Background: an optimization exercise with open tools, aiming at small area. Do not read the settings as production practice.
The RTL was checked by simulation tests, not by an equivalence proof against the original design.
Power and IR drop assume default switching activity.

==> design.v <==
module UART_rcv(clk,rst_n,RX,clr_rdy,rdy,is_g,is_s);
  input clk,rst_n;
  input RX;
  input clr_rdy;
  output reg rdy;
  output reg is_g, is_s;
  localparam [11:0] B_HALF = 12'hCEE;    
  localparam [11:0] B_FULL = 12'h000;    
  localparam [11:0] B_ZERO = 12'h1B1;
  localparam [7:0] CH_G = 8'h67, CH_S = 8'h73;
  reg rx_ff1, rx_ff2;
  reg [3:0] bit_cnt;       
  reg [11:0] baud;
  wire idle  = bit_cnt[3] & bit_cnt[1] & bit_cnt[0];
  wire last  = bit_cnt[3] & bit_cnt[1] & ~bit_cnt[0];
  wire recv  = ~(bit_cnt[3] & bit_cnt[1]);
  wire start = idle & ~rx_ff2;
  wire shift = recv & (baud == B_ZERO);
  wire [3:0] bit_inc;
  rc_inc #(4) ibc(.a(bit_cnt), .ci(1'b1), .s(bit_inc), .co());
  always_ff @(posedge clk or negedge rst_n)
    if (!rst_n) begin
      rx_ff1 <= 1'b1;
      rx_ff2 <= 1'b1;
    end else begin
      rx_ff1 <= RX;
      rx_ff2 <= rx_ff1;
    end
  always_ff @(posedge clk or negedge rst_n)
    if (!rst_n)
      bit_cnt <= 4'd11;
    else if (start)
      bit_cnt <= 4'd0;
    else if (shift)
      bit_cnt <= bit_inc;
    else if (last)
      bit_cnt <= 4'd11;
  always_ff @(posedge clk)
    if (start)
      baud <= B_HALF;
    else if (shift)
      baud <= B_FULL;
    else
      baud <= {baud[10:0], ~(baud[11] ^ baud[5] ^ baud[3] ^ baud[0])};
  reg eg, es;
  always_comb
    case (bit_cnt)
      4'd1: begin eg = CH_G[0]; es = CH_S[0]; end
      4'd2: begin eg = CH_G[1]; es = CH_S[1]; end
      4'd3: begin eg = CH_G[2]; es = CH_S[2]; end
      4'd4: begin eg = CH_G[3]; es = CH_S[3]; end
      4'd5: begin eg = CH_G[4]; es = CH_S[4]; end
      4'd6: begin eg = CH_G[5]; es = CH_S[5]; end
      4'd7: begin eg = CH_G[6]; es = CH_S[6]; end
      4'd8: begin eg = CH_G[7]; es = CH_S[7]; end
      default: begin eg = rx_ff2; es = rx_ff2; end    
    endcase
  always_ff @(posedge clk)
    if (start) begin
      is_g <= 1'b1;
      is_s <= 1'b1;
    end else if (shift) begin
      is_g <= is_g & (rx_ff2 == eg);
      is_s <= is_s & (rx_ff2 == es);
    end
  always_ff @(posedge clk or negedge rst_n)
    if (!rst_n)
      rdy <= 1'b0;
    else if (start || clr_rdy)
      rdy <= 1'b0;
    else if (last)
      rdy <= 1'b1;
endmodule
module Auth_blk (clk,rst_n,RX,rider_off,pwr_up);
  input rider_off;
  input RX;
  input clk;
  input rst_n;
  output logic pwr_up;
  logic rx_rdy, is_g, is_s;
  logic clr_rx_rdy;
  UART_rcv receiver(.clk(clk), .rst_n(rst_n), .RX(RX), .clr_rdy(clr_rx_rdy), .rdy(rx_rdy),
                    .is_g(is_g), .is_s(is_s));
  typedef enum reg [1:0] {OFF, PWR1, PWR2} state_t;
  state_t state, nxt_state;
  wire got_g = is_g & rx_rdy;
  wire got_s = is_s & rx_rdy;
  always_ff @(posedge clk, negedge rst_n)
    if (!rst_n)
      state <= OFF;
    else
      state <= nxt_state;
  always_comb begin
    pwr_up = 0;
    clr_rx_rdy = 0;
    nxt_state = OFF;
    case (state)
      OFF: if (got_g) begin
             clr_rx_rdy = 1;
             nxt_state = PWR1;
           end
      PWR1: begin
        pwr_up = 1;
        if (rider_off) begin
          clr_rx_rdy = 1;
          nxt_state = OFF;
        end else if (got_s) begin
          clr_rx_rdy = 1;
          nxt_state = PWR2;
        end else
          nxt_state = PWR1;
      end
      PWR2: begin
        pwr_up = 1;
        if (!rider_off && got_g) begin
          clr_rx_rdy = 1;
          nxt_state = PWR1;
        end else if (rider_off) begin
          clr_rx_rdy = 1;
          nxt_state = OFF;
        end else
          nxt_state = PWR2;
      end
      default: nxt_state = OFF;
    endcase
  end
endmodule
module SPI_mstr16(clk,rst_n,wrt,SS_n,SCLK,p,sc,smpl,shft);
  input clk, rst_n, wrt;
  output logic SS_n;
  output SCLK;
  output [4:0] p, sc;
  output smpl, shft;
  logic [9:0] cnt;
  wire [9:0] cnt_inc;
  rc_inc #(10) inc(.a(cnt), .ci(1'b1), .s(cnt_inc), .co());
  assign SCLK = cnt[4];
  assign p = cnt[9:5];
  assign sc = cnt[4:0];
  wire run = ~SS_n & ~cnt[9];                   
  assign smpl = run & (cnt[4:0] == 5'd15);      
  assign shft = run & (&cnt[4:0]);              
  wire last = ~SS_n & (cnt == 10'h1FF);
  always_ff @(posedge clk)
    if (SS_n)
      cnt <= 10'h3F7;
    else
      cnt <= cnt_inc;
  always_ff @(posedge clk, negedge rst_n)
    if (!rst_n)
      SS_n <= 1'b1;
    else if (SS_n) begin
      if (wrt) SS_n <= 1'b0;
    end else if (last)
      SS_n <= 1'b1;
endmodule
module inertial_integrator(clk,rst_n,vld,rd_lo,n_rt_lo,n_rt_hi,n_AZ,p,j,fus_go,ptch);
  input clk,rst_n,vld,rd_lo;
  input [7:0] n_rt_lo, n_rt_hi;
  input [15:0] n_AZ;
  input [4:0] p, j;
  input fus_go;
  output [15:0] ptch;
  logic [26:0] ptch_int;
  assign ptch = ptch_int[26:11];
  logic k1, k2;
  wire [7:0] lo, lsum;
  wire lc, lk;
  rc_add #(8) a0(.a(n_rt_lo), .b(8'hC2), .ci(1'b0), .s(lo), .co(lc));
  rc_add #(8) a1(.a(ptch_int[7:0]), .b(lo), .ci(1'b1), .s(lsum), .co(lk));
  always_ff @(posedge clk)
    if (rd_lo) begin
      k1 <= lc;
      k2 <= lk;
    end
  always_ff @(posedge clk, negedge rst_n)
    if (!rst_n)
      ptch_int[7:0] <= 8'h0;
    else if (rd_lo)
      ptch_int[7:0] <= lsum;
  logic [7:0] dl;           
  logic [2:0] cy;           
  logic cx;                 
  logic fus;
  wire init = p[4];                          
  wire az = ~n_AZ[j[3:0]];
  wire kb = (j == 5'd7) | (j == 5'd8);
  wire xj = j[4] ? dl[0] : (az ^ kb ^ cx);   
  wire cxn = (az & kb) | (cx & (az ^ kb));
  reg yb;                                    
  always_comb
    if (j < 5'd13)
      yb = 1'b0;
    else if (j > 5'd28)
      yb = ~ptch[15];
    else
      yb = ~ptch[j[3:0] + 4'd3];
  wire s1 = xj ^ dl[0] ^ dl[1];
  wire k1s = (xj & dl[0]) | (dl[1] & (xj ^ dl[0]));
  wire s2 = dl[5] ^ dl[7] ^ yb;
  wire k2s = (dl[5] & dl[7]) | (yb & (dl[5] ^ dl[7]));
  wire ob = s1 ^ s2 ^ cy[0];
  wire k3 = (s1 & s2) | (cy[0] & (s1 ^ s2));
  wire s4 = k1s ^ k2s ^ k3;
  wire k4 = (k1s & k2s) | (k3 & (k1s ^ k2s));
  wire h0 = s4 ^ cy[1];
  wire k5 = s4 & cy[1];
  wire f1 = k4 ^ k5 ^ cy[2];
  wire k6 = (k4 & k5) | (cy[2] & (k4 ^ k5));
  always_ff @(posedge clk)
    if (init) begin
      dl <= 8'h0;
      cy <= 3'h0;
      cx <= 1'b0;
    end else begin
      dl <= {dl[6:0], xj};
      cy <= {k6, f1, h0};
      cx <= cxn;
    end
  always_ff @(posedge clk)
    if (fus_go & (p == 5'd0) & (&j))
      fus <= ~ob;
  wire [7:0] nh;
  rc_add #(8) a5(.a(n_rt_hi), .b(8'h03), .ci(k1), .s(nh), .co());
  wire [8:0] e;
  rc_add #(9) a6(.a({nh[7], nh}), .b(fus ? 9'h002 : 9'h1FE), .ci(1'b0), .s(e), .co());
  wire [18:0] nxt;
  rc_add #(19) a7(.a(ptch_int[26:8]), .b({{10{e[8]}}, e}), .ci(k2), .s(nxt), .co());
  always_ff @(posedge clk, negedge rst_n)
    if (!rst_n)
      ptch_int[26:8] <= 19'h0;
    else if (vld)
      ptch_int[26:8] <= nxt;
endmodule
module inert_intf(clk,rst_n,tmr,vld,ptch,SS_n,SCLK,MOSI,MISO,INT);
  input clk,rst_n;
  input [15:0] tmr;                
  input MISO,INT;
  output logic vld;
  output SS_n,SCLK,MOSI;
  output [15:0] ptch;
  logic [7:0] hold_pitchH, hold_AZH;      
  logic INT_ff1, INT_ff2;
  logic wrt, done;
  logic rd_ptchL, rd_ptchH, rd_AZL, rd_AZH;
  logic MISO_smpl;
  logic [7:0] rx;                  
  logic [3:0] txi;                 
  logic smpl, shft;
  logic [15:0] cmd;
  typedef enum logic [3:0] {INIT1,INIT2,INIT3,INIT4,WAIT,READ1,READ2,READ3,READ4} state_t;
  state_t state, nextState;
  always_ff @(posedge clk) begin
    INT_ff1 <= INT;
    INT_ff2 <= INT_ff1;
  end
  logic [4:0] p, sc;
  SPI_mstr16 spi(.clk(clk), .rst_n(rst_n), .wrt(wrt), .SS_n(SS_n), .SCLK(SCLK), .p(p), .sc(sc),
                 .smpl(smpl), .shft(shft));
  assign done = SS_n;
  always_ff @(posedge clk)
    if (smpl) MISO_smpl <= MISO;
  wire [3:0] txi_inc;
  rc_inc #(4) itx(.a(txi), .ci(1'b1), .s(txi_inc), .co());
  always_ff @(posedge clk)
    if (wrt & ~SS_n)
      rx <= 8'hFF;
    else if (shft)
      rx <= {rx[6:0], ~MISO_smpl};
  always_ff @(posedge clk)
    if (wrt)
      txi <= 4'h0;
    else if (shft)
      txi <= txi_inc;
  always_comb
    case (state)
      INIT2: cmd = 16'h0D02;
      INIT3: cmd = 16'h1053;
      INIT4: cmd = 16'h1150;
      WAIT:  cmd = 16'h1460;
      READ1: cmd = 16'hA200;
      READ2: cmd = 16'hA300;
      READ3: cmd = 16'hAC00;
      default: cmd = 16'hAD00;
    endcase
  assign MOSI = cmd[~txi];
  always_ff @(posedge clk)
    if (rd_ptchH) hold_pitchH <= rx;
  always_ff @(posedge clk, negedge rst_n)
    if (!rst_n)
      hold_AZH <= 8'hFF;
    else if (rd_AZH)
      hold_AZH <= rx;
  always_ff @(posedge clk, negedge rst_n)
    if (!rst_n)
      state <= INIT1;
    else
      state <= nextState;
  wire t10 = &tmr[9:0];
  always_comb begin
    wrt = 0;
    vld = 0;
    rd_ptchL = 0;
    rd_ptchH = 0;
    rd_AZL = 0;
    rd_AZH = 0;
    nextState = state;
    case (state)
      INIT1: if (&tmr[15:10] & t10) begin nextState = INIT2; wrt = 1; end
      INIT2: if (t10) begin nextState = INIT3; wrt = 1; end
      INIT3: if (t10) begin nextState = INIT4; wrt = 1; end
      INIT4: if (t10) begin nextState = WAIT; wrt = 1; end
      WAIT:  if (INT_ff2) begin nextState = READ1; wrt = 1; end
      READ1: if (done) begin rd_ptchL = 1; wrt = 1; nextState = READ2; end
      READ2: if (done) begin rd_ptchH = 1; wrt = 1; nextState = READ3; end
      READ3: if (done) begin rd_AZL = 1; wrt = 1; nextState = READ4; end
      READ4: if (done) begin rd_AZH = 1; vld = 1; nextState = WAIT; end
      default: nextState = INIT1;
    endcase
  end
  wire fus_go = (state == READ4) & ~SS_n;
  inertial_integrator integrator_DUT(.clk(clk), .rst_n(rst_n), .vld(vld), .rd_lo(rd_ptchL),
      .n_rt_lo(rx), .n_rt_hi(hold_pitchH), .n_AZ({hold_AZH,rx}), .p(p), .j(sc), .fus_go(fus_go),
      .ptch(ptch));
endmodule
module balance_cntrl(clk,rst_n,vld,ptch,ld_cell_diff,lft_spd,lft_rev,
                     rght_spd,rght_rev,rider_off,en_steer,pwr_up);
  input clk,rst_n;
  input vld;
  input [15:0] ptch;
  input [8:0] ld_cell_diff;       
  input rider_off;
  input en_steer;
  input pwr_up;
  output [10:0] lft_spd;
  output lft_rev;
  output [10:0] rght_spd;
  output rght_rev;
  logic [17:0] integrator;
  logic [9:0] tempI, prev_ptch_err;
  wire [9:0] err = ptch[15] ? (&ptch[14:9] ? ptch[9:0] : 10'h200)
                            : (|ptch[14:9] ? 10'h1FF : ptch[9:0]);
  wire [17:0] isum;
  rc_add #(18) ai(.a(integrator), .b({{8{err[9]}}, err}), .ci(1'b0), .s(isum), .co());
  wire ov = (err[9] == integrator[17]) & (err[9] != isum[17]);
  always_ff @(posedge clk, negedge rst_n)
    if (!rst_n)
      integrator <= 18'h0;
    else if (rider_off | ~pwr_up)
      integrator <= 18'h0;
    else if (vld & ~ov)
      integrator <= isum;
  always_ff @(posedge clk, negedge rst_n)
    if (!rst_n) begin
      tempI <= 10'h0;
      prev_ptch_err <= 10'h0;
    end else if (vld) begin
      tempI <= err;
      prev_ptch_err <= tempI;
    end
  wire [9:0] dd;
  rc_add #(10) ad(.a(err), .b(~prev_ptch_err), .ci(1'b1), .s(dd), .co());
  wire [6:0] dsat = (dd[9] & ~&dd[8:6]) ? 7'h40 : (~dd[9] & |dd[8:6]) ? 7'h3F : dd[6:0];
  wire [15:0] ds = {{9{dsat[6]}}, dsat};
  wire [15:0] es = {{6{err[9]}}, err};
  wire [15:0] p14, d20, pd, pid;
  rc_add #(16) ap(.a(es << 4), .b(~(es << 1)), .ci(1'b1), .s(p14), .co());
  rc_add #(16) aq(.a(ds << 4), .b(ds << 2), .ci(1'b0), .s(d20), .co());
  rc_add #(16) ar(.a(p14), .b(d20), .ci(1'b0), .s(pd), .co());
  rc_add #(16) as(.a(pd), .b(integrator[17:2]), .ci(1'b0), .s(pid), .co());
  wire [15:0] st = en_steer ? {{7{ld_cell_diff[8]}}, ld_cell_diff} : 16'h0;
  wire [15:0] lt, rt;
  rc_add #(16) al(.a(pid), .b(~st), .ci(1'b1), .s(lt), .co());
  rc_add #(16) ab(.a(pid), .b(st), .ci(1'b0), .s(rt), .co());
  shape shl(.t(lt), .pwr_up(pwr_up), .spd(lft_spd), .rev(lft_rev));
  shape shr(.t(rt), .pwr_up(pwr_up), .spd(rght_spd), .rev(rght_rev));
endmodule
module shape(input [15:0] t, input pwr_up, output [10:0] spd, output rev);
  wire neg = t[15];
  wire [15:0] x = t ^ {16{neg}};
  wire [10:0] a;
  wire co;
  rc_inc #(11) ia(.a(x[10:0]), .ci(neg), .s(a), .co(co));
  wire big = (|x[15:11]) | co;                        
  wire ge70, ge1068, rv_n, rv_p;
  rc_ge #(7) c1(.a(a[6:0]), .b(7'd70), .ge(ge70));
  rc_ge #(11) c2(.a(a), .b(11'd1068), .ge(ge1068));
  rc_ge #(15) c3(.a(t[14:0]), .b(15'h03D4), .ge(rv_n));
  rc_ge #(15) c4(.a(t[14:0]), .b(15'h7C2C), .ge(rv_p));
  wire sml = ~big & ~|a[10:7] & ~ge70;
  wire sat = big | ge1068;
  wire [10:0] m15, m980;
  rc_add #(11) am(.a({a[6:0], 4'h0}), .b(~{4'h0, a[6:0]}), .ci(1'b1), .s(m15), .co());
  rc_add #(11) an(.a(a), .b(11'd980), .ci(1'b0), .s(m980), .co());
  wire [10:0] raw = sat ? 11'h7FF : sml ? m15 : m980;
  assign spd = pwr_up ? raw : 11'h0;
  assign rev = neg ? rv_n : rv_p;
endmodule
module steer_en(clk,rst_n,lft_ld,rght_ld,en_steer,rider_off,ld_cell_diff);
  input clk;
  input rst_n;
  input [11:0] lft_ld;
  input [11:0] rght_ld;
  output logic en_steer;
  output logic rider_off;
  output [8:0] ld_cell_diff;       
  wire [11:0] dif, sum;
  wire nb, sc;
  rc_add #(12) ad(.a(lft_ld), .b(~rght_ld), .ci(1'b1), .s(dif), .co(nb));    
  rc_add #(12) as(.a(lft_ld), .b(rght_ld), .ci(1'b0), .s(sum), .co(sc));
  assign ld_cell_diff = dif[11:3];
  wire sum_gt_min = |sum[11:9];
  wire s_le_32r;
  rc_ge #(13) g1(.a({rght_ld[7:0], 5'h0}), .b({sc, sum}), .ge(s_le_32r));
  wire diff_gt_15_16 = ~nb | (~|rght_ld[11:8] & ~s_le_32r);
  wire d_ge;
  rc_ge #(12) g2(.a(dif), .b({1'b0, sc, sum[11:2]}), .ge(d_ge));
  wire diff_lt_1_4 = nb & ~d_ge;
  localparam [15:0] T_FULL = 16'hD577;
  logic [15:0] timer;
  logic clr_tmr;
  wire tmr_full = (timer == T_FULL);
  always_ff @(posedge clk)
    if (clr_tmr)
      timer <= 16'h0;
    else
      timer <= {timer[14:0], ~(timer[15] ^ timer[14] ^ timer[12] ^ timer[3])};
  typedef enum logic [1:0] {IDLE, WAIT, STEER} state_t;
  state_t state, nextState;
  always_ff @(posedge clk, negedge rst_n)
    if (!rst_n)
      state <= IDLE;
    else
      state <= nextState;
  always_comb begin
    clr_tmr = 0;
    en_steer = 0;
    rider_off = 0;
    nextState = IDLE;
    case (state)
      IDLE:
        if (sum_gt_min) begin
          nextState = WAIT;
          clr_tmr = 1;
        end
      WAIT:
        if (!sum_gt_min) begin
          nextState = IDLE;
          rider_off = 1;
        end else if (diff_lt_1_4) begin
          nextState = WAIT;
          clr_tmr = 1;
        end else if (tmr_full)
          nextState = STEER;
        else
          nextState = WAIT;
      STEER: begin
        en_steer = 1;
        if (!sum_gt_min) begin
          nextState = IDLE;
          rider_off = 1;
        end else if (diff_gt_15_16) begin
          clr_tmr = 1;
          nextState = WAIT;
        end else
          nextState = STEER;
      end
      default:
        nextState = IDLE;
    endcase
  end
endmodule
module PWM11(PWM_sig, duty, cnt, clk, rst_n);
  input clk, rst_n;
  input [10:0] duty;
  input [10:0] cnt;
  output reg PWM_sig;
  reg Q;
  wire ge;
  rc_ge #(11) cmp(.a(cnt), .b(duty), .ge(ge));
  always @(posedge clk)
    Q <= ~ge;
  always @(posedge clk or negedge rst_n)
    if (!rst_n)
      PWM_sig <= 1'b0;
    else
      PWM_sig <= Q;
endmodule
module mtr_drv(input clk, rst_n, lft_rev, rght_rev, input [10:0] lft_spd, input [10:0] rght_spd,
               output [15:0] tmr,
               output logic PWM_rev_lft, PWM_frwrd_lft, PWM_rev_rght, PWM_frwrd_rght);
  logic [15:0] cnt;
  wire [15:0] cnt_inc;
  rc_inc #(16) inc(.a(cnt), .ci(1'b1), .s(cnt_inc), .co());
  always_ff @(posedge clk, negedge rst_n)
    if (!rst_n)
      cnt <= 16'h0;
    else
      cnt <= cnt_inc;
  assign tmr = cnt;
  logic PWM_sig_left, PWM_sig_right;
  PWM11 pwm_left(.clk(clk), .rst_n(rst_n), .duty(lft_spd), .cnt(cnt[10:0]), .PWM_sig(PWM_sig_left));
  PWM11 pwm_right(.clk(clk), .rst_n(rst_n), .duty(rght_spd), .cnt(cnt[10:0]), .PWM_sig(PWM_sig_right));
  assign PWM_rev_lft = lft_rev & PWM_sig_left;
  assign PWM_rev_rght = rght_rev & PWM_sig_right;
  assign PWM_frwrd_lft = ~lft_rev & PWM_sig_left;
  assign PWM_frwrd_rght = ~rght_rev & PWM_sig_right;
endmodule
module A2D_intf(clk, rst_n, nxt, lft_ld, rght_ld, SS_n, SCLK, MOSI, MISO);
  input clk, rst_n, nxt;
  input MISO;
  output logic [11:0] lft_ld, rght_ld;
  output SS_n, SCLK, MOSI;
  logic wrt, done, update;
  logic [1:0] counter;
  logic [11:0] rx;
  logic [4:0] p;
  logic smpl;
  typedef enum logic [1:0] {IDLE, TELL, READ} state_t;
  state_t state, nxt_state;
  SPI_mstr16 spi(.clk(clk), .rst_n(rst_n), .wrt(wrt), .SS_n(SS_n), .SCLK(SCLK), .p(p), .sc(),
                 .smpl(smpl), .shft());
  assign done = SS_n;
  always_ff @(posedge clk)
    if (smpl) rx <= {rx[10:0], MISO};
  assign MOSI = (p == 5'd2) & (counter != 2'd0) | (p == 5'd4) & (counter == 2'd2);
  always_ff @(posedge clk, negedge rst_n)
    if (!rst_n)
      state <= IDLE;
    else
      state <= nxt_state;
  always_comb begin
    wrt = 0;
    update = 0;
    nxt_state = state;
    case (state)
      IDLE: if (nxt) begin wrt = 1; nxt_state = TELL; end
      TELL: if (done) begin wrt = 1; nxt_state = READ; end
      READ: if (done) begin update = 1; nxt_state = IDLE; end
      default: nxt_state = IDLE;
    endcase
  end
  always_ff @(posedge clk, negedge rst_n)
    if (!rst_n) begin
      lft_ld <= 12'h0;
      rght_ld <= 12'h0;
    end else if (update) begin
      if (counter == 2'd0) lft_ld <= rx;
      if (counter == 2'd1) rght_ld <= rx;
    end
  always_ff @(posedge clk, negedge rst_n)
    if (!rst_n)
      counter <= 2'd0;
    else if (update)
      counter <= (counter == 2'd2) ? 2'd0 : {counter[0], ~counter[0] & ~counter[1]};
endmodule
module reset_synch(RST_n, clk, rst_n);
input RST_n, clk;
output reg rst_n;
reg int_rst;
always @(negedge clk or negedge RST_n) begin
	if(!RST_n)
		int_rst <= 1'b0;
	else
		int_rst <= 1'b1;
end
always @(negedge clk or negedge RST_n) begin
	if(!RST_n)
		rst_n <= 1'b0;
	else
		rst_n <= int_rst;
end
endmodule
module Segway(clk,RST_n,INERT_SS_n,INERT_MOSI,
              INERT_SCLK,INERT_MISO,A2D_SS_n,A2D_MOSI,A2D_SCLK,
              A2D_MISO,PWM_rev_rght,PWM_frwrd_rght,PWM_rev_lft,
              PWM_frwrd_lft,INT,RX);
  input clk,RST_n;
  input INERT_MISO;
  input A2D_MISO;
  input INT;
  input RX;
  output A2D_SS_n, INERT_SS_n;
  output A2D_MOSI, INERT_MOSI;
  output A2D_SCLK, INERT_SCLK;
  output PWM_rev_rght, PWM_frwrd_rght;
  output PWM_rev_lft, PWM_frwrd_lft;
  wire rst_n;
  wire [11:0] lft_ld, rght_ld;
  wire [10:0] lft_spd, rght_spd;
  wire lft_rev, rght_rev;
  wire rider_off, pwr_up, en_steer;
  wire vld;
  wire [15:0] ptch;
  wire [8:0] ld_cell_diff;
  wire [15:0] tmr;                       
  reset_synch iRST(.clk(clk),.RST_n(RST_n),.rst_n(rst_n));
  Auth_blk auth(.clk(clk), .rst_n(rst_n), .RX(RX), .rider_off(rider_off), .pwr_up(pwr_up));
  inert_intf inert(.clk(clk), .rst_n(rst_n), .tmr(tmr), .vld(vld), .ptch(ptch),
                   .SS_n(INERT_SS_n), .SCLK(INERT_SCLK), .MOSI(INERT_MOSI), .MISO(INERT_MISO), .INT(INT));
  balance_cntrl blctrl(.clk(clk), .rst_n(rst_n), .vld(vld), .ptch(ptch), .ld_cell_diff(ld_cell_diff),
                       .lft_spd(lft_spd), .lft_rev(lft_rev), .rght_spd(rght_spd), .rght_rev(rght_rev),
                       .rider_off(rider_off), .en_steer(en_steer), .pwr_up(pwr_up));
  steer_en steer(.clk(clk), .rst_n(rst_n), .lft_ld(lft_ld), .rght_ld(rght_ld),
                 .en_steer(en_steer), .rider_off(rider_off), .ld_cell_diff(ld_cell_diff));
  mtr_drv mtr(.clk(clk), .rst_n(rst_n), .tmr(tmr), .lft_spd(lft_spd), .lft_rev(lft_rev),
              .rght_spd(rght_spd), .rght_rev(rght_rev),
              .PWM_rev_lft(PWM_rev_lft), .PWM_frwrd_lft(PWM_frwrd_lft),
              .PWM_rev_rght(PWM_rev_rght), .PWM_frwrd_rght(PWM_frwrd_rght));
  A2D_intf A2D(.clk(clk), .rst_n(rst_n), .nxt(vld), .lft_ld(lft_ld), .rght_ld(rght_ld),
               .SS_n(A2D_SS_n), .SCLK(A2D_SCLK), .MOSI(A2D_MOSI), .MISO(A2D_MISO));
endmodule
module rc_add #(parameter N = 8) (input [N-1:0] a, input [N-1:0] b, input ci,
                                  output [N-1:0] s, output co);
  wire [N:0] c;
  assign c[0] = ci;
  genvar i;
  generate for (i = 0; i < N; i = i + 1) begin : g
    assign s[i] = a[i] ^ b[i] ^ c[i];
    assign c[i+1] = (a[i] & b[i]) | (c[i] & (a[i] ^ b[i]));
  end endgenerate
  assign co = c[N];
endmodule
module rc_inc #(parameter N = 8) (input [N-1:0] a, input ci, output [N-1:0] s, output co);
  wire [N:0] c;
  assign c[0] = ci;
  genvar i;
  generate for (i = 0; i < N; i = i + 1) begin : g
    assign s[i] = a[i] ^ c[i];
    assign c[i+1] = a[i] & c[i];
  end endgenerate
  assign co = c[N];
endmodule
module rc_ge #(parameter N = 8) (input [N-1:0] a, input [N-1:0] b, output ge);
  wire [N:0] c;
  assign c[0] = 1'b1;
  genvar i;
  generate for (i = 0; i < N; i = i + 1) begin : g
    assign c[i+1] = (a[i] & ~b[i]) | (c[i] & (a[i] | ~b[i]));
  end endgenerate
  assign ge = c[N];
endmodule
==> run.sh <==
#!/bin/bash
# synth_recipe.tcl (not shown) runs the flow's synth.tcl, then flattens the netlist and writes it again
# the make line also repeats each setting of config.mk as NAME=value (left out here)
make -C /OpenROAD-flow-scripts/flow DESIGN_CONFIG=/design/flow/config.mk WORK_HOME=/design/flow/orfs CLKGATE_MAP_FILE= SYNTH_SCRIPT=/design/flow/synth_recipe.tcl finish
==> config.mk <==
export PLATFORM = sky130hd
export DESIGN_NAME = Segway
export DESIGN_NICKNAME = Segway
export VERILOG_FILES = /design/flow/design.v
export SDC_FILE = /design/flow/constraint.sdc
export NUM_CORES = 4
export LEC_CHECK = 0
export CAP_MARGIN = 20
export CORE_MARGIN = 2
export CORE_UTILIZATION = 60
export CTS_BUF_LIST = sky130_fd_sc_hd__clkbuf_8
export GPL_TIMING_DRIVEN = 0
export PLACE_DENSITY = 0.75
export SLEW_MARGIN = 20
==> constraint.sdc <==
create_clock -name core_clock -period 16.0 [get_ports {clk}]
set_input_delay 3.2000 -clock core_clock [delete_from_list [all_inputs] [get_ports {clk}]]
set_output_delay 3.2000 -clock core_clock [all_outputs]
set_load 0.01 [all_outputs]
==> results of run 1 <==
-- per-stage QoR --
stage	utilization, %	power [mW]	hold WS [ns]	cells	instance area [µm²]
3_5_place_dp	63.5	0.638	0.297	1919	17000
3_3_place_gp	62.9	0.634	0.296	1910	16800
6_report	69.1	1.23	0.294	2026	18500
4_1_cts	68.1	1.25	0.297	2015	18200
2_1_floorplan	-	0.630	0.292	1554	16200
5_1_grt	69.1	1.28	0.302	2026	18500
-- logic make-up (layout without fill, tap and decap cells) --
kind of cell    Yosys count  count (layout)  share of synthesized area [%]
compound gates          238             238                           9.39
buf+inv                 256             387                           5.99
fa+ha+maj               280             280                           28.7
mux                      63              63                           4.83
flops                   240             240                           35.5
xor+xnor                 47              47                           2.75
other cells               1               1                         0.0231
simple gates            429             429                           12.8
-- cell type report --
type	instances	share of cell area, %
timing repair buffer	55	2.91
multi-input combinational	1058	53.3
clock buffer	52	3.87
tap	341	2.31
sequential	240	31.1
inverter	211	4.29
buffer	44	1.04
clock inverter	25	1.12
-- synthesized netlist by cell type (29+ instances only) --
master                       n
sky130_fd_sc_hd__a21oi_1    66
sky130_fd_sc_hd__clkbuf_1   36
sky130_fd_sc_hd__dfrtp_1   121
sky130_fd_sc_hd__dfxtp_1    78
sky130_fd_sc_hd__fa_1      155
sky130_fd_sc_hd__ha_1      122
sky130_fd_sc_hd__inv_1     211
sky130_fd_sc_hd__mux2i_1    31
sky130_fd_sc_hd__nand2_1   164
sky130_fd_sc_hd__nor2_1     96
sky130_fd_sc_hd__nor2b_1    33
sky130_fd_sc_hd__o21ai_0    69
sky130_fd_sc_hd__xnor2_1    29
-- what timing repair did --
item,CTS,global route
endpoints found under the setup margin,6,6
setup buffers,20,11
gates resized for setup,34,53
pin swaps,9,22
-- power groups by stage --
stage / Sequential, mW / Combinational [mW] / Clock (mW)
final: 0.614 / 0.0120 / 0.607
after global routing: 0.613 / 0.0138 / 0.648
after CTS: 0.614 / 0.0125 / 0.625
after detailed placement: 0.625 / 0.0125 / 0
after global placement: 0.632 / 0.00191 / 0
after floorplan: 0.629 / 0.000554 / 0
-- routing by layer --
metal	part of all wire [%]	GRT usage, %	routed length (µm)
met1	44	33.3	14700
met3	4.2	3.78	1410
met4	2.4	7.61	826
met5	0	0	0
met2	50	42.5	16900
-- worst max-delay path: cells and delay by family, from the launching register on --
| family | cells | cell delay, ns |
|---|---|---|
| AND/OR/NAND/NOR | 3 | 1.01 |
| XOR/XNOR | 2 | 0.37 |
| AO/OA/AOI/OAI | 5 | 1.03 |
| flip-flops | 1 | 0.37 |
| buffers and inverters | 6 | 0.62 |
| adder cells (fa/ha/maj) | 23 | 8.36 |
-- flip-flops by register name (all words and copies together) (netlist names), 12 cells and up --
name	count
A2D.rx	12
inert.integrator_DUT.ptch_int	27
auth.receiver.baud	12
blctrl.integrator	18
A2D.rght_ld	12
A2D.lft_ld	12
mtr.cnt	16
steer.timer	16
-- worst max-delay path by stage --
stage	to	slack (ns)	cells past startpoint
floorplan	mtr.pwm_right.Q	0.1	58
global placement	mtr.pwm_left.Q	-1.03	59
detailed placement	mtr.pwm_right.Q	-1.32	58
CTS	mtr.pwm_right.Q	0.02	58
global route	mtr.pwm_right.Q	-0.06	57
finish	PWM_rev_rght	0.43	39
==> run notes, run 1 <==
- The worst setup path is launched from a flip-flop.
- The layout-stage area growth over the synthesis result is 14.0%.
- The cell type contributing the most total cell area after synthesis is sky130_fd_sc_hd__fa_1.
- The number of H-tree levels is 2.
- Once detailed placement completed, the half-perimeter wirelength came to 25.1 mm.
- For this design the ratio of total power to cell area is around 67 nW/µm².
- The data arrival time at the worst-slack endpoint is about 12 ns.
- The total number of vias is 11400.
- After detailed routing, the number of remaining DRC violations is 0.
- The number of diodes added for antenna fixing is 0.
- The number of clock sinks seen by CTS is 240.
- The biggest fanout along the worst timing path is 4.
- In this run the tightest slew margin relative to its limit is 24.1%.
- The worst register-to-register path begins at inert.integrator_DUT.ptch_int[23].
- VDD sags by at most 0.0000885 V.
- Summing the sequential cell areas from Yosys gives a little over a third of the chip area.
- The cell-internal power is slightly below 1 mW.
- In the global route stage, overall resource usage came out at 24.9%.
- For the worst setup path, the data required time is 12.80 ns.
- For this configuration, the core starts out at a cell density of between 60% and 70%.
- Entering global routing, the biggest net connects 19 pins.
- The top cell types in the final layout, fill and taps aside, are sky130_fd_sc_hd__inv_1 (217), sky130_fd_sc_hd__nand2_1 (164), sky130_fd_sc_hd__fa_1 (135).
- The net count reported at finish is slightly below 2000.
- The clock-pin slew on the worst setup and hold paths is 0.06 ns.
- At the end of routability-driven placement, the weighted congestion stood at 0.866.
- The routed via count divided by cell count is 5.63.
- The fraction of registers with async set or reset after synthesis is a little under three fifths.
- At the pin with the least slew margin, the transition time is 1.13 ns.
- The most common cell after layout, fill and taps aside is sky130_fd_sc_hd__inv_1.
- On the worst path, the slowest cell contributes a delay of 0.56 ns.
- The worst hold path passes through 0 cells.
- Of the total power, the share spent switching nets is around 22%.
- Max-cap violations in this run came to 0.
- The DRC violation total after the first TritonRoute iteration is ~600.
- The TritonCTS buffer count is 42.
- The number of hold buffers added after CTS was 0.
- TritonCTS built the clock tree.
- The start-to-end type of the worst setup path is reg2out.
- The floorplan step set the die width to 168 µm.
- The final worst clock skew is 0.0566 ns.
- The root cell of the clock tree is sky130_fd_sc_hd__clkbuf_8.
- The startpoint identified for the worst hold timing path is iRST.int_rst.
- The run finished with no timing, DRC or antenna violations.
- The mapped cell area is 16200 µm².
- The final worst setup slack is 0.427 ns.
- Counting cells, the worst reg-to-reg path comes to 57.
- The number of enable-type register cells in the synthesized netlist is 24.
- A synthesized cell averages roughly 10 µm².
- The worst setup path startpoint is inert.integrator_DUT.ptch_int[23].
- For this run, the detailed router's first-pass iteration total came to 5.
- The worst hold path terminates at iRST.rst_n.
- The fmax is 0.0642 GHz.
- By area the synthesized netlist is led by sky130_fd_sc_hd__fa_1 (19%), sky130_fd_sc_hd__dfrtp_1 (19%), sky130_fd_sc_hd__dfxtp_1 (9.6%), sky130_fd_sc_hd__ha_1 (9.4%), sky130_fd_sc_hd__inv_1 (4.9%).
- Summed over all cells, the static leakage comes to 8.65 nW.
- In the final routed layout, each cell accounts on average for 16.7 µm.
- The endpoint identified for the worst register-to-register timing path is mtr.pwm_right.Q.
- The die covers 28400 µm².
- The source-to-sink clock delay at the later pin of the worst-skew pair is 0.57 ns.
- For this design the top-level I/O count stands at 16.
- The initial antenna violation count came to 0.
- Summing all multi-input logic gate instances after layout gives ~9800 µm².
- The net count of the mapped netlist is 1837.
- The setup TNS after final layout is 0 ns.
- The final max-slew violation count came to 0.
- The global-route wire length before repair is 57.5 mm.
- In the final layout, the share of cells above drive strength 1 is 14.6%.
- The clock group share of total power is 49.3%.
- In this run the register-to-register setup slack is 0.51 ns.
- The height of the die is 168 µm.
- By instance count, the cell type seen most on the critical path is sky130_fd_sc_hd__fa_2.
- The count of fill cells added during filler insertion is 1957.
- Synthesis produced between 1500 and 2000 cells.
- The number of placement rows is 60.
- After synthesis, the largest area contributor takes up 19.1% of total cell area.
- The type of destination of the critical path is a primary output.
- The number of synthesized register bits is 240.
- In this run the remaining antenna-violating nets after routing total 0.
- The slowest stage of the critical path belongs to the cell sky130_fd_sc_hd__fa_2.
- Registers take about 5800 µm².
- The clock tree buffer depth is 3.
- The region available for standard cell placement spans 26700 µm².
- The number of buffers inserted by port buffering is 15.
- The min-delay analysis places its worst path in the category reg2reg.
- The aggregate routed wire length is approximately 34 mm.
- The portion of total power attributed to combinational logic is 1.0%.
- The placement-stage worst setup slack is -1.32 ns.
- The routed design could run at a clock period as short as 15.57 ns.
- For this run, the number of Yosys warnings is 11.
- The number of global-route vias before repair is between 10000 and 15000.
- Setup violations remaining at the end of the flow were counted as 0.
- For this run, the leading register cell type out of synthesis is sky130_fd_sc_hd__dfrtp_1.
- The count of endpoints failing hold in the final timing report came to 0.
- The ratio of final minimum period to clock period is 97.3%.
- Sequential cells burn 49.8% of the power.
- The final global-route overflow total is 0.
- The analysis attributes to net switching a power of 0.269 mW.
- The number of unique standard cell types used by synthesis is 85.
==> run 2: changes to the inputs <==
==> flow/run.sh (new file) <==
#!/bin/bash
# Standard layout flow; only the clock tree options differ: no dummy loads
# are added to balance the clock tree, and leaf buffers are clkbuf_8.
set -e
export CTS_ARGS="-sink_clustering_enable -repair_clock_nets -dont_use_dummy_load -buf_list sky130_fd_sc_hd__clkbuf_8"
bash standard.sh > standard.log 2>&1
==> standard.sh (new file) <==
#!/bin/bash
# synth_recipe.tcl (not shown) runs the flow's synth.tcl, then flattens the netlist and writes it again
# the make line also repeats each setting of config.mk as NAME=value (left out here)
make -C /OpenROAD-flow-scripts/flow DESIGN_CONFIG=/design/flow/config.mk WORK_HOME=/design/flow/orfs CLKGATE_MAP_FILE= SYNTH_SCRIPT=/design/flow/synth_recipe.tcl "${@:-finish}"
removed: run.sh
==> run notes, run 2 <==
- The relative slew slack is 33.4%.
- Counting the buffers created by CTS gives 42.
- For the final routed database, the setup TNS stands at 0 ns.
- The initial antenna violation count is 0.
- For this design the ratio of total power to cell area is 59.5 nW/µm².
- Clock-pin slew was measured on the worst setup and hold paths at about 0.050 ns.
- By area the synthesized netlist is led by sky130_fd_sc_hd__fa_1 (19%), sky130_fd_sc_hd__dfrtp_1 (19%), sky130_fd_sc_hd__dfxtp_1 (9.6%), sky130_fd_sc_hd__ha_1 (9.4%), sky130_fd_sc_hd__inv_1 (4.9%).
- The total area of sequential cells is 5750 µm².
- The number of flip-flops in the largest register is 27.
- The total number of yosys warnings is 11.
- The floorplan step set the die height to approximately 170 µm.
- Ranked by instance count, the synthesized netlist is headed by sky130_fd_sc_hd__inv_1 (211), sky130_fd_sc_hd__nand2_1 (164), sky130_fd_sc_hd__fa_1 (155).
- The count of endpoints failing hold in the final timing report came to 0.
- The core footprint is 26700 µm².
- The cell type contributing the most total cell area after synthesis is sky130_fd_sc_hd__fa_1.
- The final worst setup slack is 0.466 ns.
- Dividing the synthesized area by the synthesized cell count gives 10.4 µm².
- The number of enable-type register cells in the synthesized netlist is 24.
- In this run the number of H-tree levels came out at 2.
- The number of placement rows is 60.
- The leakage power is ~8.4 nW.
- The post-detailed-placement half-perimeter wirelength is between 20 and 30 mm.
- The number of global-route vias before repair is about 12000.
- The data arrival time at the worst-slack endpoint is between 10 and 15 ns.
- The data required time of the worst path is 12.80 ns.
- Counting distinct cell types in the post-synthesis netlist gives 85.
- The final layout contains 1932 nets.
- Routability-driven placement finished with a final weighted congestion of 0.866.
- The most common cell after layout, fill and taps aside is sky130_fd_sc_hd__inv_1.
- The worst IR drop on VDD is 0.0000586 V.
- For this run, asynchronously set or reset flops after synthesis account for 57.5%.
- The number of instances in the synthesized netlist is 1554.
- The largest net degree at the start of global routing is 19.
- Clock tree synthesis selected as its root buffer the cell sky130_fd_sc_hd__clkbuf_8.
- The count of fill cells added during filler insertion is 2008.
- The number of buffers inserted by hold repair at cts is 0.
- The top flip-flop cell by instance count after synthesis is sky130_fd_sc_hd__dfrtp_1.
- The largest registers in the layout are inert.integrator_DUT.ptch_int x27, blctrl.integrator x18.
- At the later pin of the worst-skew pair, clock insertion delay measures between 0.5 and 0.6 ns.
- The reported max-cap violation count is 0.
- The clock arrives with 0.0791 ns of skew.
- The first-pass detailed-route iteration total is 5.
- The most common cell in the synthesized netlist is sky130_fd_sc_hd__inv_1.
- The floorplan die width is 168 µm.
- The pin slew with the least headroom to its limit is approximately 1 ns.
- The type of destination of the critical path is a primary output.
- After detailed routing, the total wire length is 33.1 mm.
- The ratio of final minimum period to clock period is 97.1%.
- The clock tree buffer depth is 3.
- The part of the Yosys area used for sequential elements is a little over a third.
- STA classifies the critical path startpoint as a flip-flop.
- The total global routing track utilization is 24.5%.
- The start-to-end type of the worst setup path is reg2out.
- The clock net in this run drives a total of between 200 and 250 sinks.
- Setup violations remaining at the end of the flow were counted as 0.
- The count of nets left with antenna violations once routing finished came out at 0.
- The TritonCTS clock tree is yes.
- The routed via count divided by cell count is 5.68.
- The number of diodes added for antenna fixing is 0.
- The total number of vias is between 10000 and 15000.
- The first global-routing pass estimated 56.6 mm of wire.
- The synthesized design devotes to its leading area cell type 19.1% of total area.
- The worst-path cell with the longest stage delay is sky130_fd_sc_hd__fa_2.
- The initial utilization of the core area, before any placement, comes to 60.7%.
- The die covers 28400 µm².
- Timing would allow up to around 0.064 GHz.
- The final max-slew violation count is 0.
- The number of buffers inserted by port buffering is 15.
- In this run, the number of DRC markers left after iteration 0 of detailed routing was 560.
- The placement-stage worst setup slack is -1.32 ns.
- The run finished with no timing, DRC or antenna violations.
- On the final layout, the worst hold slack is approximately 0.29 ns.
- In this run the worst hold path is classified as reg2reg.
- For this run, the share of the core covered by cells in the final layout is 67.7%.
- The final critical path time including I/O delays and setup is 15.53 ns.
- Counting every net in the synthesized netlist gives 1837.
- The area of combinational cells with multiple inputs is around 9900 µm².
- By instance count, the cell type seen most on the critical path is sky130_fd_sc_hd__fa_1.
- The mapped cell area is 16200 µm².
- The final global-route overflow total is 0.
- After detailed routing, the number of remaining DRC violations is 0.
- In this design, the stage delay of the slowest critical-path cell is 0.61 ns.
- The ratio of cells with drive above 1 in the final layout is 13.1%.
- The number of synthesized register bits is 240.
- In the layout the commonest cells are sky130_fd_sc_hd__inv_1 (208), sky130_fd_sc_hd__nand2_1 (164), sky130_fd_sc_hd__fa_1 (138).
- The biggest fanout along the worst timing path is 4.
- The register bank with the most flops is inert.integrator_DUT.ptch_int.
- After detailed routing, the average wire length per cell comes to 16.6 µm.
- For this design the top-level I/O count stands at 16.
- From synthesis to final layout, the design area changed by 11.6%.
[run 2: per-layer routing]
metal | up-vias | track usage, % | wire [µm]
met4 | 0 | 7.57 | 838
met1 | 5614 | 32.8 | 14700
met3 | 84 | 3.71 | 1280
li1 | 5346 | - | -
met5 | - | 0 | 0
met2 | 250 | 41.7 | 16300
[run 2: critical path: cells and delay by family (launching register included)]
kind	cells	cell delay [ns]
flops	1	0.37
fa+ha+maj	22	8.21
xor+xnor	2	0.36
compound gates	4	0.98
buf+inv	8	1.12
simple gates	4	0.79
[run 2: cell families after synthesis]
group	after synthesis	share of synthesized area, %
DFF	240	35.5
xor gates and xnor gates	47	2.75
muxes	63	4.83
other	1	0.0231
buffers and inverters	256	5.99
and+or+nand+nor	429	12.8
adders and majority gates	280	28.7
AOI/OAI and AO/OA	238	9.39
[run 2: per-stage QoR]
step / instances / power [mW] / area [µm²]
3_3_place_gp: 1910 / 0.634 / 16800
4_1_cts: 1977 / 1.09 / 17800
5_1_grt: 1988 / 1.11 / 18100
3_5_place_dp: 1919 / 0.638 / 17000
2_1_floorplan: 1554 / 0.630 / 16200
6_report: 1988 / 1.08 / 18100
[run 2: path summary, 6_finish.rpt]
path	from	end	slack, ns	cells after the start
max	inert.integrator_DUT.ptch_int[23]	PWM_frwrd_lft	0.47	40
min	iRST.int_rst	iRST.rst_n	0.29	0
max reg2reg	inert.integrator_DUT.ptch_int[23]	mtr.pwm_right.Q	0.63	57
min reg2reg	iRST.int_rst	iRST.rst_n	0.29	0
max in group asynchronous	RST_n	iRST.rst_n	5.08	1
min in group asynchronous	iRST.rst_n	inert.integrator_DUT.ptch_int[17]	8.28	0
[run 2: power breakdown]
part	internal [mW]	switching [mW]	total, mW
combinational	0.00432	0.00767	0.0120
sequential	0.613	0.000857	0.614
clock	0.230	0.219	0.450
[run 2: cell type report]
class | instances | share of cell area (%)
multi-input combinational | 1058 | 54.4
tap | 341 | 2.36
sequential | 240 | 31.8
inverter | 211 | 4.38
timing repair buffer | 52 | 2.79
clock buffer | 42 | 3.19
buffer | 44 | 1.04
[run 2: timing repair]
item	CTS	global route
hold endpoints to repair	0	0
setup endpoints to repair	6	6
pin swaps	8	19
resized for setup	33	49
buffers inserted	17	11
==> run 3: changes to the inputs <==
==> flow/run.sh (replaced) <==
#!/bin/bash
# Standard layout flow; only the clock tree options differ: no dummy loads
# are added to balance the clock tree, and leaf buffers are clkbuf_8.
set -e
export CTS_ARGS="-sink_clustering_enable -repair_clock_nets -dont_use_dummy_load -buf_list sky130_fd_sc_hd__clkbuf_8 -sink_clustering_size 16 -sink_clustering_max_diameter 60"
bash standard.sh > standard.log 2>&1
==> run notes, run 3 <==
- The run finished with no timing, DRC or antenna violations.
- Registers are responsible for a little under two thirds of the overall power.
- The final max-slew violation count came to 0.
- The number of flip-flops in the largest register is 27.
- The adder and majority cell fraction of the synthesized area is between 20 and 30%.
- After clock tree synthesis, the flow added hold-fix buffers numbering 0.
- In this run the static leakage power is 8.28 nW.
- In the final layout, the registers with the most flip-flops are inert.integrator_DUT.ptch_int x27, blctrl.integrator x18.
- Data on the critical path is required at its endpoint by 12.80 ns.
- The final worst clock skew is 0.109 ns.
- The switching power as a share of total power is 21.7%.
- The layout has 2052 filler cells.
- The relative slew slack is roughly 33%.
- The pin slew with the least headroom to its limit is a little over 1 ns.
- The worst setup path is captured at a primary output.
- In this run, synthesis inferred 24 flip-flops with an integrated enable.
- The floorplan step defined a die boundary enclosing 28400 µm².
- The root cell of the clock tree is sky130_fd_sc_hd__clkbuf_8.
- After global routing the overflow that remains totals 0.
- In this run, placement finished with an instance count of approximately 1900.
- The cell-internal power is 0.754 mW.
- The total global routing track utilization is 24.4%.
- The register bank with the most flops is inert.integrator_DUT.ptch_int.
- The final design area excluding fillers is approximately 18000 µm².
- The most common cell after layout, fill and taps aside is sky130_fd_sc_hd__inv_1.
- In the final layout, flip-flops and latches occupy 5750 µm².
- For this design, the slowest cell found on the critical path is sky130_fd_sc_hd__fa_2.
- Dividing the final minimum period by the clock period gives 97.7%.
- The portion of total power attributed to combinational logic is 1.2%.
- TritonCTS created 25 clock buffers.
- The basic-gate share of the synthesized area counting and, or, nand and nor cells is roughly an eighth.
- After clock tree synthesis, the clock-pin slew on the worst setup and hold paths is 0.10 ns.
- The post-layout utilization of the core is 66.8%.
- In the final layout, the share of cells above drive strength 1 is 11.9%.
- After detailed routing, the number of vias per cell comes to approximately 5.7.
- In this run the number of H-tree levels came out at 1.
- The net count reported at finish is 1916.
- The area growth from synthesis to layout is 10.1%.
- The largest net degree at the start of global routing is 19.
- The net switching power is around 0.21 mW.
- By area, the combinational part of the netlist is dominated by adder cells.
- The number of global-route vias before repair is 11700.
- The cell with the most instances on the worst path is sky130_fd_sc_hd__fa_1.
- The number of clock sinks seen by CTS is 240.
- The total area inside the core boundary comes to between 20000 and 30000 µm².
- The detail-routed net length per standard cell is 16.8 µm.
- Dividing the synthesized area by the synthesized cell count gives 10.4 µm².
- Clock latency on the worst-skew pair, taken at its later pin, is a little over 0.6 ns.
- The reported max-cap violation count is 0.
- The biggest fanout along the worst timing path is 4.
- The mapped cell area is 16200 µm².
- The net count of the mapped netlist is 1837.
- The number of synthesized register bits is 240.
- The post-detailed-placement half-perimeter wirelength is 25.1 mm.
- The finished layout holds just under 2000 standard cells, fillers aside.
- Measured against the total synthesized area, the mux share comes to under 10%.
- During synthesis, Yosys emitted a total of 11 warnings.
- Among all flip-flop cells after synthesis, the most frequent one is sky130_fd_sc_hd__dfrtp_1.
- The number of buffers and inverters on the critical path is 7.
- Hold timing on the final database bottoms out at a slack of 0.294 ns.
- Of all cell types, the one taking the most synthesized area is sky130_fd_sc_hd__fa_1.
- The largest stage delay on the critical path is slightly below 0.6 ns.
- The floorplan die width is 168 µm.
- The data arrival time at the worst-slack endpoint is 12.43 ns.
- The first-pass detailed-route iteration total is 5.
- VDD sags by at most 0.0000673 V.
- The height of the die is 168 µm.
- After synthesis, flip-flops and latches occupy between 30% and 40% of the total area.
- The count of endpoints failing hold in the final timing report is 0.
- 16 I/O pins were placed.
- In this run the core area contains 60 standard-cell rows.
- The critical path is of the reg2out type.
- The path class of the lowest-slack min-delay path is reg2reg.
- The first routing iteration left 626 violations.
- In the layout the commonest cells are sky130_fd_sc_hd__inv_1 (208), sky130_fd_sc_hd__nand2_1 (164), sky130_fd_sc_hd__fa_1 (139).
- After synthesis, the share of flip-flops with an asynchronous set or reset is 57.5%.
- The top cell type by area accounts for a little under a fifth of the synthesized area.
- The aggregate routed wire length is 33.2 mm.
- For this design the ratio of total power to cell area is about 54 nW/µm².
- The TritonCTS clock tree is yes.
- Setup violations remaining at the end of the flow were counted as 0.
- The number of nets with antenna violations after routing is 0.
- Ranked by total cell area, the synthesized netlist is headed by sky130_fd_sc_hd__fa_1 (19%), sky130_fd_sc_hd__dfrtp_1 (19%), sky130_fd_sc_hd__dfxtp_1 (9.6%), sky130_fd_sc_hd__ha_1 (9.4%), sky130_fd_sc_hd__inv_1 (4.9%).
- In this design, the largest share of critical-path delay is due to adder cells.
- The area of combinational cells with multiple inputs is 9820 µm².
- Yosys instantiated no cell more often than sky130_fd_sc_hd__inv_1.
- The number of instances in the synthesized netlist is 1554.
- The number of unique standard cell types used by synthesis is 85.
- In this run the cell area measured after placement is 17000 µm².
- The initial antenna violation count is 1.
- The fmax is 0.0640 GHz.
- In this run the tool buffered the top-level ports with 15 buffer cells.
- The synthesized netlist devotes 2.75% of its cell area to XOR and XNOR gates.
- The number of remaining DRC errors is 0.
- The element type at the critical path start is a flip-flop.
- For this configuration, the core starts out at a cell density of roughly three fifths.
- The compound-gate portion of the synthesized area is 9.39%.
- The clock network burns 35.1% of the power.
- After synthesis, the most frequently instantiated cells are sky130_fd_sc_hd__inv_1 (211), sky130_fd_sc_hd__nand2_1 (164), sky130_fd_sc_hd__fa_1 (155).
- At the end of routability-driven placement, the weighted congestion stood at 0.866.
- The total number of vias is 11300.
- The final critical path time including I/O delays and setup is 15.63 ns.
- Counting along the longest clock path gives a buffer depth of 3.
- The first global-routing pass estimated 56.5 mm of wire.
## run 3: what timing repair did
item / 4_1_cts / 5_1_grt
endpoints found under the setup margin: 6 / 6
resized for setup: 38 / 39
pin swaps: 9 / 15
buffers inserted: 19 / 10
## run 3: path summary, 6_finish.rpt
kind	from	endpoint	slack (ns)	cells past startpoint
min in group asynchronous	iRST.rst_n	auth.state[1]	8.27	0
worst max-delay path	inert.integrator_DUT.ptch_int[23]	PWM_rev_rght	0.37	39
worst min-delay path	iRST.int_rst	iRST.rst_n	0.29	0
worst max register to register	inert.integrator_DUT.ptch_int[23]	mtr.pwm_right.Q	0.47	57
worst min register to register	iRST.int_rst	iRST.rst_n	0.29	0
max in group asynchronous	RST_n	iRST.rst_n	5.11	1
## run 3: cells by family after synthesis
logic type,Yosys count
DFF,240
and+or+nand+nor,429
muxes,63
AOI/OAI and AO/OA,238
xor gates and xnor gates,47
adders and majority gates,280
buffers and inverters,256
other,1
## run 3: power by group through the flow
stage / sequential (mW) / clock (mW) / combinational [mW]
finish: 0.613 / 0.338 / 0.0119
global route: 0.613 / 0.370 / 0.0137
CTS: 0.613 / 0.351 / 0.0125
detailed placement: 0.625 / 0 / 0.0125
global placement: 0.632 / 0 / 0.00191
floorplan: 0.629 / 0 / 0.000554
## run 3: stage by stage
step | total power [mW] | setup slack [ns] | setup TNS [ns]
2_1_floorplan | 0.630 | 0.0958 | 0
3_3_place_gp | 0.634 | -1.03 | -3.71
3_5_place_dp | 0.638 | -1.32 | -4.69
4_1_cts | 0.976 | -0.00612 | -0.00612
5_1_grt | 0.997 | -0.0570 | -0.189
6_report | 0.963 | 0.365 | 0
## run 3: cell type report
| cell class | count | area share, % |
|---|---|---|
| sequential | 240 | 32.2 |
| multi-input combinational | 1058 | 55.0 |
| timing repair buffer | 53 | 2.94 |
| antenna | 1 | 0.0140 |
| tap | 341 | 2.39 |
| buffer | 44 | 1.04 |
| clock buffer | 25 | 1.93 |
| inverter | 211 | 4.44 |
## run 3: metal layers
layer	GRT usage, %	wire length [µm]	vias up
met5	0	0	-
li1	-	-	5318
met3	3.57	1450	74
met1	32.5	14400	5620
met2	41.9	16500	248
met4	7.05	850	0
==> run 4: changes to the inputs <==
==> flow/run.sh (replaced) <==
#!/bin/bash
# Standard layout flow; only the clock tree options differ: no dummy loads
# are added to balance the clock tree, and leaf buffers are clkbuf_8.
set -e
export CTS_ARGS="-sink_clustering_enable -repair_clock_nets -dont_use_dummy_load -buf_list sky130_fd_sc_hd__clkbuf_8 -sink_clustering_size 12 -sink_clustering_max_diameter 60"
bash standard.sh > standard.log 2>&1
==> run notes, run 4 <==
- After layout, the worst path uses 97.6% of the clock period.
- CTS built an H-tree with a depth of 1.
- The TritonCTS clock tree is yes.
- Setup repair after global routing could not meet its margin everywhere.
- The part of the Yosys area used for sequential elements is 35.5%.
- The startpoint identified for the worst register-to-register timing path is inert.integrator_DUT.ptch_int[20].
- The number of enable-type register cells in the synthesized netlist is 24.
- The cell type contributing the most total cell area after synthesis is sky130_fd_sc_hd__fa_1.
- The synthesized netlist devotes 9.39% of its cell area to compound gates.
- The source-to-sink clock delay at the later pin of the worst-skew pair is 0.58 ns.
- Using the TritonRoute via totals, the vias-per-cell ratio works out to 5.68.
- The largest registers in the layout are inert.integrator_DUT.ptch_int x27, blctrl.integrator x18.
- Counting flops with an async set or reset pin after synthesis yields a share of 57.5%.
- The final max-slew violation count was 0.
- After Yosys synthesis, full adders, half adders and majority gates account for ~29% of the synthesized area.
- The hold path startpoint is iRST.int_rst.
- The number of synthesized register bits is 240.
- The netlist uses 85 different library cells.
- The critical path buffer and inverter count is 8.
- The count of endpoints failing hold in the final timing report was 0.
- STA classifies the critical path startpoint as a flip-flop.
- The die area is 28400 µm².
- Leaving out fill and tap cells, the most frequent cells in the layout are sky130_fd_sc_hd__inv_1 (206), sky130_fd_sc_hd__nand2_1 (164), sky130_fd_sc_hd__fa_1 (142).
- Registers are responsible for 63.0% of the overall power.
- Summed over all layers, the routed wires come to 33.0 mm.
- The number of nets handed over by synthesis was about 1800.
- The final critical path time including I/O delays and setup is 15.61 ns.
- The number of placed instances, taps included is around 1900.
- The post-detailed-placement half-perimeter wirelength is ~25 mm.
- The tool flagged a number of max-cap violations equal to 0.
- The top flip-flop cell by instance count after synthesis is sky130_fd_sc_hd__dfrtp_1.
- The type of destination of the critical path is a primary output.
- Hold timing on the final database bottoms out at a slack of roughly 0.29 ns.
- The average instance in the mapped netlist occupies 10.4 µm².
- The run finished with no timing, DRC or antenna violations.
- Headroom to the max-slew limit came out at about 32%.
- The post-synthesis mux area share is between 4 and 5%.
- The data required time of the worst path is 12.80 ns.
- Measured along the y axis, the die boundary spans 168 µm.
- The count of placed standard cells in the final layout, fillers left out is about 2000.
- In this run the cell area of the synthesized design comes to approximately 16000 µm².
- The root cell of the clock tree is sky130_fd_sc_hd__clkbuf_8.
- The first-pass detailed-route iteration total is 5.
- The design draws 0.973 mW.
- The register with the most flip-flops in the layout has 27 of them.
- The cell area after placement is roughly 17000 µm².
- At the worst endpoint, the arrival time is 12.41 ns.
- The starting utilization of the core area is 60.7%.
- The core footprint is 26700 µm².
- Counting flops per register, the top entry is inert.integrator_DUT.ptch_int.
- In this run the worst hold path is classified as reg2reg.
- At the pin with the least slew margin, the transition time is ~1.0 ns.
- The total power divided by cell area is approximately 54 nW/µm².
- Summing all non-filler instances in the final layout gives an area of roughly 18000 µm².
- The net count reported at finish is 1917.
- The total number of yosys warnings is 11.
- The number of nets with antenna violations after routing is 0.
- The number of placement rows is 60.
- The number of primary I/O pins is 16.
- The floorplan step set the die width to 168 µm.
- The final worst setup slack is between 0.3 and 0.4 ns.
- The clock group share of total power is 35.8%.
- The worst IR drop on VDD is 0.0000716 V.
- Internal power comes to approximately 0.77 mW.
- The dominant combinational cell family by area after synthesis is adder cells.
- Entering global routing, the biggest net connects 19 pins.
- In this run the power spent charging and discharging nets is 0.208 mW.
- In the post-synthesis netlist, the biggest area contributors are sky130_fd_sc_hd__fa_1 (19%), sky130_fd_sc_hd__dfrtp_1 (19%), sky130_fd_sc_hd__dfxtp_1 (9.6%), sky130_fd_sc_hd__ha_1 (9.4%), sky130_fd_sc_hd__inv_1 (4.9%).
- The number of setup violations in the final report is 0.
- The number of global-route vias before repair is 11700.
- The cell with the most instances on the worst path is sky130_fd_sc_hd__fa_1.
- The largest stage delay on the critical path is 0.49 ns.
- The cell count after synthesis came out at between 1500 and 2000.
- The switching power as a share of total power is 21.3%.
- The worst setup path startpoint is inert.integrator_DUT.ptch_int[20].
- The worst setup path is of the reg2out kind.
- The biggest fanout along the worst timing path is 6.
- The detail-routed net length per standard cell is ~17 µm.
- The leakage power is 8.31 nW.
- By count the netlist is led by sky130_fd_sc_hd__inv_1 (211), sky130_fd_sc_hd__nand2_1 (164), sky130_fd_sc_hd__fa_1 (155).
- Global routing finished with a remaining overflow of 0.
- No sink is reached through more buffers than the 3 on the longest clock path.
- The final worst clock skew is 0.0566 ns.
- The number of clock sinks seen by CTS is between 200 and 250.
- The area growth from synthesis to layout is 10.2%.
- The global-route wire length before repair is between 50 and 60 mm.
- The library cell with the highest instance count after synthesis is sky130_fd_sc_hd__inv_1.
- Cells fill 66.9% of the core in the end.
- The DRC violation total after the first TritonRoute iteration is around 600.
- The number of hold buffers added after CTS was 0.
- The total global routing track utilization is 24.3%.
- Of the total synthesized cell area, the portion taken by AND, OR, NAND and NOR gates is 12.8%.
- The initial antenna violation count came to 1.
- The worst-path cell with the longest stage delay is sky130_fd_sc_hd__fa_2.
- OpenSTA, run right after detailed placement, puts the worst setup slack at -1.32 ns.
- Among cell families on the critical path, the largest total delay comes from adder cells.
- The total number of vias is 11200.
- The clock-pin slew on the worst setup and hold paths is 0.09 ns.
- The TritonCTS buffer count is 27.
- After Yosys synthesis, XOR and XNOR cells account for roughly 2.7% of the synthesized area.
- The fraction of synthesized cell area taken by the top area cell type is 19.1%.
- During placement, the flow inserted port buffers numbering 15.
- The ratio of cells with drive above 1 in the final layout is 12.0%.
- The fmax is 0.0641 GHz.
- In the routed design, unresolved DRC markers number 0.
- The setup TNS after final layout is 0 ns.
- Routability-driven placement finished with a final weighted congestion of between 0.8 and 0.9.
- The portion of total power attributed to combinational logic is approximately 1.2%.
- Leaving out fill and tap cells, the most frequent cell in the layout is sky130_fd_sc_hd__inv_1.
==> run 4: cell types whose count changed in the layout (fill, tap and decap cells not counted), moves of 2 or more <==
cell	delta
sky130_fd_sc_hd__fa_1	+3
sky130_fd_sc_hd__inv_1	-2
sky130_fd_sc_hd__fa_2	-3
sky130_fd_sc_hd__inv_2	+2
sky130_fd_sc_hd__clkbuf_8	+2
==> run 4: what timing repair did <==
action,4_1_cts,5_1_grt
resized for setup,36,43
setup buffers,19,9
endpoints found under the setup margin,6,6
pin swaps,8,14
==> run 4: cell type report <==
cell class | count | area [µm²]
Timing Repair Buffer | 52 | 508
Fill cell | 2038 | 8860
Clock buffer | 27 | 372
Sequential cell | 240 | 5750
Tap cell | 341 | 427
Antenna cell | 1 | 2.50
Inverter | 211 | 792
Multi-Input combinational cell | 1058 | 9830
Buffer | 44 | 185
==> run 4: cell families (layout without fill, tap and decap cells) <==
group,after synthesis,after routing
and+or+nand+nor,429,429
adders and majority gates,280,280
buffers and inverters,256,334
DFF,240,240
AOI/OAI and AO/OA,238,238
muxes,63,63
xor gates and xnor gates,47,47
other,1,2
==> run 4: final timing paths <==
kind	slack [ns]	cells after the start	endpoint
min in group asynchronous	8.25	0	auth.state[1]
worst max-delay path	0.39	40	PWM_frwrd_rght
worst max register to register	0.50	58	mtr.pwm_right.Q
worst min-delay path	0.29	0	iRST.rst_n
worst min register to register	0.29	0	iRST.rst_n
max in group asynchronous	5.13	1	iRST.rst_n
==> run 4: layer usage <==
| metal | GRT usage, % | share of wire, % |
|---|---|---|
| met1 | 32.7 | 44 |
| met2 | 41.4 | 49 |
| met3 | 3.46 | 4.1 |
| met4 | 7.12 | 2.5 |
| met5 | 0 | 0 |
==> run 4: power by group through the flow <==
stage	Clock [mW]	Sequential, mW	Combinational [mW]
floorplan	0	0.629	0.000554
global placement	0	0.632	0.00191
detailed placement	0	0.625	0.0125
CTS	0.362	0.613	0.0125
global route	0.383	0.613	0.0138
finish	0.348	0.613	0.0119
